Context: an optimization exercise on an open-source flow, tuned for small area, a short achievable clock period and few clock cycles. The choices shown serve that exercise and are no tape-out recipe.
In this exercise RTL edits were held to simulation tests only and were not proved equivalent to the original.

## lane 1
==> flow/design.v (excerpt) <==
module cpu20 (
    input             clk,
    input             reset,
    output     [11:0] imem_addr,
    input      [19:0] imem_data,
    output     [10:0] dmem_addr,
    output     [19:0] dmem_wdata,
    output reg        dmem_we,
    input      [19:0] dmem_rdata,
    output reg        halted
);
Size: ~2000 cells after synthesis.
clock: 10.0 ns
lec_check: 0
cap_margin: 20
core_margin: 2
core_utilization: 40
place_density: 0.6
slew_margin: 20
synth_hierarchical: 1
standard.sh (not shown) runs the stock make flow with config.mk's settings and CLKGATE_MAP_FILE= SYNTH_SCRIPT=/design/flow/synth_recipe.tcl, a recipe that flattens the netlist after the stock synthesis.
==> flow/flow/run.sh <==
#!/bin/bash
# Standard synthesis, then the standard layout with repair_timing aiming for
# extra setup slack (a tighter internal target than the 10 ns clock), sizing
# not limited to same-footprint cells, and port buffers of a fixed type.
set -euo pipefail
MARGIN=$(cat flow/margin.txt)
bash standard.sh synth > synth.log 2>&1
bash standard.sh SETUP_SLACK_MARGIN=$MARGIN MATCH_CELL_FOOTPRINT=0 \
  "BUFFER_PORTS_ARGS=-buffer_cell sky130_fd_sc_hd__buf_4" finish > layout.log 2>&1
==> flow/flow/margin.txt <==
6.7
Lane 1 reached the final stage; the timing, design-rule and antenna checks on its layout passed.
Testbench counts of lane 1, summed over its fixed seeds: cycles 76,271.
The inputs of lane 2 differ from those of lane 1 as listed below.
# lane 1
export LEC_CHECK = 0
export CAP_MARGIN = 20
export CORE_MARGIN = 2
export CORE_UTILIZATION = 40
export PLACE_DENSITY = 0.6
export SLEW_MARGIN = 20
export SYNTH_HIERARCHICAL = 1
create_clock -name core_clock -period 10.0 [get_ports {clk}]
# lane 2
export LEC_CHECK = 0
export CAP_MARGIN = 20
export CORE_MARGIN = 2
export CORE_UTILIZATION = 40
export CTS_BUF_LIST = sky130_fd_sc_hd__clkbuf_4 sky130_fd_sc_hd__clkbuf_8
export PLACE_DENSITY = 0.6
export SLEW_MARGIN = 20
export SYNTH_HIERARCHICAL = 1
create_clock -name core_clock -period 10.0 [get_ports {clk}]
diff --git a/flow/flow/run.sh b/flow/flow/run.sh
--- a/flow/flow/run.sh
+++ b/flow/flow/run.sh
@@ -6,0 +7 @@
+PORTBUF=$(cat flow/portbuf.txt)
@@ -9 +10 @@
-  "BUFFER_PORTS_ARGS=-buffer_cell sky130_fd_sc_hd__buf_4" finish > layout.log 2>&1
+  "BUFFER_PORTS_ARGS=-buffer_cell $PORTBUF" finish > layout.log 2>&1
==> flow/flow/portbuf.txt (new file) <==
sky130_fd_sc_hd__buf_2
Findings:
- The run showing the smaller maximum fanout along the worst path is lane 2.
- Number of top-level design ports came out exactly the same in lane 1 and lane 2.
- The pin slew with the least headroom to its limit number comes out lower for lane 1 vs lane 2.
- Comparing lane 1 and lane 2, the lower first-pass GRT wire length was measured on lane 1.
- Lane 2 — routed via count about 1.1% higher, lane 1 as reference
- Diff lane 2..lane 1 | vertical die dimension | unchanged
- Non-clock buffer count of lane 2 exceeds that of lane 1 by more than 10%.
- Critical path depth came out exactly the same in lane 1 and lane 2.
- Final core utilization delta (lane 1 -> lane 2): insignificant
Modified inputs, lane 3 compared to lane 2
# lane 2
export LEC_CHECK = 0
export CAP_MARGIN = 20
export CORE_MARGIN = 2
export CORE_UTILIZATION = 40
export CTS_BUF_LIST = sky130_fd_sc_hd__clkbuf_4 sky130_fd_sc_hd__clkbuf_8
export PLACE_DENSITY = 0.6
export SLEW_MARGIN = 20
export SYNTH_HIERARCHICAL = 1
create_clock -name core_clock -period 10.0 [get_ports {clk}]
# lane 3
export LEC_CHECK = 0
export CAP_MARGIN = 20
export CORE_MARGIN = 2
export CORE_UTILIZATION = 40
export CTS_CLUSTER_DIAMETER = 100
export CTS_CLUSTER_SIZE = 25
export PLACE_DENSITY = 0.6
export SLEW_MARGIN = 20
export SYNTH_HIERARCHICAL = 1
create_clock -name core_clock -period 10.0 [get_ports {clk}]
diff --git a/flow/flow/run.sh b/flow/flow/run.sh
--- a/flow/flow/run.sh
+++ b/flow/flow/run.sh
@@ -7 +6,0 @@
-PORTBUF=$(cat flow/portbuf.txt)
@@ -10 +9 @@
-  "BUFFER_PORTS_ARGS=-buffer_cell $PORTBUF" finish > layout.log 2>&1
+  "BUFFER_PORTS_ARGS=-buffer_cell sky130_fd_sc_hd__buf_4" finish > layout.log 2>&1
removed: flow/flow/portbuf.txt
Results
- Lane 3 went all the way through the flow, and no timing, DRC or antenna check failed.
- Lane 2 reached the end of the flow, and the finished layout is clean on the timing, design-rule and antenna checks.
- In the metrics for lane 3 and lane 2, the one carrying the lower least setup slack across all paths after layout is lane 2.
- Relative to lane 2, area growth from synthesis to layout has decreased by 2.9 points in lane 3.
- Going from lane 2 to lane 3, non-clock buffer total of the final layout shrank by a few percent.
- For lane 3, the source of the critical timing path was pcu.pcOut[0], unlike lane 2, where it was x_b[8].
- In terms of layout multi-input combinational cell count, lane 3 and lane 2 differ only marginally.
- ~same synthesized cell count in lane 3 and lane 2
- Looking only at sequential share of layout area, and setting everything else aside, the lower value of lane 3 and lane 2 goes to lane 2.

afterwards: timing with drivers on the ports:
No port has a modelled driver above. Below, the same layouts with a new extraction and two added sets of constraints. Step 1 sets driving cells, clkbuf_16 on the clock port and buf_2 on the other inputs (assumed; they add their load-dependent delay and slew). Step 2 moves the port delays by t, midway between the first and last clock arrival at a register: inputs arrive t later, outputs are due t later. That takes back most of the time a late clock gives input paths. Three values: ideal ports, drivers, drivers and shift; two values: the first two.
run	t, ns	setup slack, ns	worst hold slack (ns)
lane 1	0.615	6.729 / 6.668 / 6.174	0.324 / 0.324 / 0.324
lane 2	0.665	6.725 / 6.664 / 6.130	0.325 / 0.325 / 0.325
lane 3	0.619	6.729 / 6.667 / 6.246	0.329 / 0.329 / 0.329
After both steps every run listed still meets setup and hold. The setup slack of lane 2, which loses most, moves by -0.061 ns with the drivers and by -0.595 ns with both steps.
